Context: an optimization exercise on an open-source flow, tuned for small area. The choices shown serve that exercise and are no tape-out recipe. Only simulation tests tie the RTL to the original design; equivalence was not proved.

## UART_TOP
module UART_TOP #(parameter DATA_WIDTH = 8, ACC_SIZE = 32, FCW = 9895605
    )
    (   output      logic                       data_rdy_o, data_err_o, serial_o, busy_o,
        output      logic   [DATA_WIDTH-1:0]    rcvr_data_o,
        input  wire logic                       serial_i, start_tx_i, clk_i, rst_i, data_rdy_clr_i, data_err_clr_i,
        input  wire logic   [DATA_WIDTH-1:0]    xmit_data_i
    );
==> module UART_TOP, before the edit <==
module UART_TOP #(parameter DATA_WIDTH = 8, ACC_SIZE = 32, FCW = 9895605
    )
    (   output      logic                       data_rdy_o, data_err_o, serial_o, busy_o,
        output      logic   [DATA_WIDTH-1:0]    rcvr_data_o,
        input  wire logic                       serial_i, start_tx_i, clk_i, rst_i, data_rdy_clr_i, data_err_clr_i,
        input  wire logic   [DATA_WIDTH-1:0]    xmit_data_i
    );
    localparam logic [ACC_SIZE-1:0] FCW_V = FCW;
    logic [ACC_SIZE:0]   acc;
    logic [ACC_SIZE:0]   acc_c;
    logic [ACC_SIZE-1:0] acc_s;
    logic                baud, baud_q;
    always_comb begin
        acc_c[0] = 1'b0;
        for (int i = 0; i < ACC_SIZE; i++) begin
            acc_s[i]   = acc[i] ^ FCW_V[i] ^ acc_c[i];
            acc_c[i+1] = FCW_V[i] ? (acc[i] | acc_c[i]) : (acc[i] & acc_c[i]);
        end
    end
    always_ff @(posedge clk_i) begin
        if (rst_i) begin
            acc    <= '0;
            baud   <= 1'b0;
            baud_q <= 1'b0;
        end else begin
            acc    <= {acc_c[ACC_SIZE], acc_s};
            baud   <= baud ^ acc[ACC_SIZE];
            baud_q <= baud;
        end
    end
    wire baud_fedg = baud_q & ~baud;
    wire baud_redg = ~baud_q & baud;
    logic       s0, s1, s2, ser;
    logic [5:0] dcnt;
    always_ff @(posedge clk_i) begin
        s0 <= serial_i;
        s1 <= s0;
    end
    always_ff @(posedge clk_i) begin
        if (rst_i) begin
            s2   <= 1'b0;
            dcnt <= '0;
            ser  <= 1'b1;
        end else begin
            s2 <= s1;
            if (s1 ^ s2)           dcnt <= '0;
            else if (dcnt == 6'd46) ser  <= s2;
            else                   dcnt <= dcnt + 6'd1;
        end
    end
    localparam logic [4:0] R_IDLE  = 5'b00000,
                           R_POST  = 5'b00001,    
                           R_START = 5'b00010,
                           R_STOP  = 5'b00100,
                           R_STOP2 = 5'b00101,
                           R_ERR   = 5'b00110,
                           R_EOM   = 5'b01000,
                           R_EOME  = 5'b01001,    
                           R_READ  = 5'b10000,
                           R_READ8 = 5'b11000;
    logic [4:0]            rs, rs_n;
    logic [DATA_WIDTH-1:0] rsh;
    always_comb begin
        rs_n = rs;
        case (rs)
            R_IDLE, R_POST: rs_n = (!baud && !ser) ? R_START : R_IDLE;
            R_START: if (baud) rs_n = R_READ;
            R_READ8: if (baud) rs_n = R_STOP;
            R_STOP:  if (!baud) rs_n = ser ? R_STOP2 : R_ERR;
            R_STOP2: if (baud)  rs_n = ser ? R_EOM : R_ERR;
            R_ERR:   rs_n = R_EOME;
            R_EOM, R_EOME: rs_n = R_POST;
            default: if (baud_fedg) rs_n = rs + 5'd1;    
        endcase
    end
    always_ff @(posedge clk_i) begin
        if (rst_i) rs <= R_IDLE;
        else       rs <= rs_n;
    end
    always_ff @(posedge clk_i) begin
        if (baud_fedg && rs[4]) rsh <= {ser, rsh[DATA_WIDTH-1:1]};
    end
    always_ff @(posedge clk_i) begin
        if (rst_i) begin
            data_rdy_o  <= 1'b0;
            rcvr_data_o <= '0;
            data_err_o  <= 1'b0;
        end else begin
            if (rs == R_POST) begin
                data_rdy_o  <= 1'b1;
                rcvr_data_o <= rsh;
            end else if (data_rdy_clr_i) begin
                data_rdy_o  <= 1'b0;
            end
            if (rs == R_EOME)        data_err_o <= 1'b1;
            else if (data_err_clr_i) data_err_o <= 1'b0;
        end
    end
    localparam logic [3:0] T_IDLE  = 4'b0000,
                           T_START = 4'b0001,
                           T_SB1   = 4'b0010,    
                           T_SB    = 4'b0011,    
                           T_P1    = 4'b0100,    
                           T_P2    = 4'b0101,    
                           T_END   = 4'b0110,
                           T_D0    = 4'b1000,
                           T_D7    = 4'b1111;
    logic [3:0]            ts, ts_n;
    logic [DATA_WIDTH-1:0] tdat;
    logic                  start_tx;
    always_comb begin
        ts_n = ts;
        case (ts)
            T_IDLE:      if (start_tx) ts_n = T_START;
            T_START:     ts_n = T_SB1;
            T_SB1:       ts_n = baud_redg ? T_D0 : T_SB;
            T_SB:        if (baud_redg) ts_n = T_D0;
            T_D7:        if (baud_redg) ts_n = T_P1;
            T_P1:        if (baud_redg) ts_n = T_P2;
            T_P2:        if (baud_redg) ts_n = T_END;
            T_END:       ts_n = T_IDLE;
            default:     if (baud_redg) ts_n = ts + 4'd1;    
        endcase
    end
    always_ff @(posedge clk_i) begin
        if (rst_i) begin
            ts       <= T_IDLE;
            start_tx <= 1'b0;
        end else begin
            ts <= ts_n;
            if (start_tx_i)       start_tx <= 1'b1;
            else if (ts == T_SB1) start_tx <= 1'b0;
        end
    end
    always_ff @(posedge clk_i) begin
        if (ts == T_START) tdat <= xmit_data_i;
    end
    assign busy_o   = (ts != T_IDLE) && (ts != T_START);
    assign serial_o = ts[3] ? tdat[ts[2:0]] : !((ts == T_SB1) || (ts == T_SB));
endmodule
make LEC_CHECK=0 CAP_MARGIN=20 CORE_MARGIN=2 CORE_UTILIZATION=40 SLEW_MARGIN=20 finish   # period 10.0 ns
run.sh (not shown) runs the stock make flow with config.mk's settings and CLKGATE_MAP_FILE= SYNTH_SCRIPT=/design/flow/synth_recipe.tcl, a recipe that flattens the netlist after the stock synthesis.
The starting point ran to the end with no violations.
Change:
--- a/flow/design.v
+++ b/flow/design.v
@@ -6,27 +6,17 @@
         output      logic   [DATA_WIDTH-1:0]    rcvr_data_o,
         input  wire logic                       serial_i, start_tx_i, clk_i, rst_i, data_rdy_clr_i, data_err_clr_i,
         input  wire logic   [DATA_WIDTH-1:0]    xmit_data_i
     );
-    localparam logic [ACC_SIZE-1:0] FCW_V = FCW;
-    logic [ACC_SIZE:0]   acc;
-    logic [ACC_SIZE:0]   acc_c;
-    logic [ACC_SIZE-1:0] acc_s;
-    logic                baud, baud_q;
-    always_comb begin
-        acc_c[0] = 1'b0;
-        for (int i = 0; i < ACC_SIZE; i++) begin
-            acc_s[i]   = acc[i] ^ FCW_V[i] ^ acc_c[i];
-            acc_c[i+1] = FCW_V[i] ? (acc[i] | acc_c[i]) : (acc[i] & acc_c[i]);
-        end
-    end
+    logic [ACC_SIZE:0] acc;
+    logic              baud, baud_q;
     always_ff @(posedge clk_i) begin
         if (rst_i) begin
             acc    <= '0;
             baud   <= 1'b0;
             baud_q <= 1'b0;
         end else begin
-            acc    <= {acc_c[ACC_SIZE], acc_s};
+            acc    <= acc[ACC_SIZE-1:0] + FCW;
             baud   <= baud ^ acc[ACC_SIZE];
             baud_q <= baud;
         end
     end
What happened:
- The new run went through all stages and came out clean
- cell count rises by 15%
- setup slack gains 1.8 ns
- hold slack is about the same
- register-to-register slack gains 3.7 ns
- fmax rises by 41%
- cell area rises by 6.5%
- routed wire length rises by 31%
- non-clock buffer count is unchanged

## separate check: timing with driven ports
No port has a modelled driver above. Below, the same layouts with a new extraction and two added sets of constraints.
Step 1 assumes that a clkbuf_16 drives the clock port and a buf_2 every other input.
Step 2 moves the port delays by t, midway between the first and last clock arrival at a register: inputs arrive t later, outputs are due t later. That takes back most of the time a late clock gives input paths.
Slacks: no drivers / after step 1 / after step 2; pairs: no drivers / after step 1.
run | t (ns) | setup WS [ns] | clock arrival spread, ns
the first run | 0.371 | 3.930 / 3.930 / 3.930 | 0.014 / 0.014
the second run | 0.371 | 5.700 / 5.670 / 6.041 | 0.012 / 0.012
After both steps every run listed still meets setup and hold.
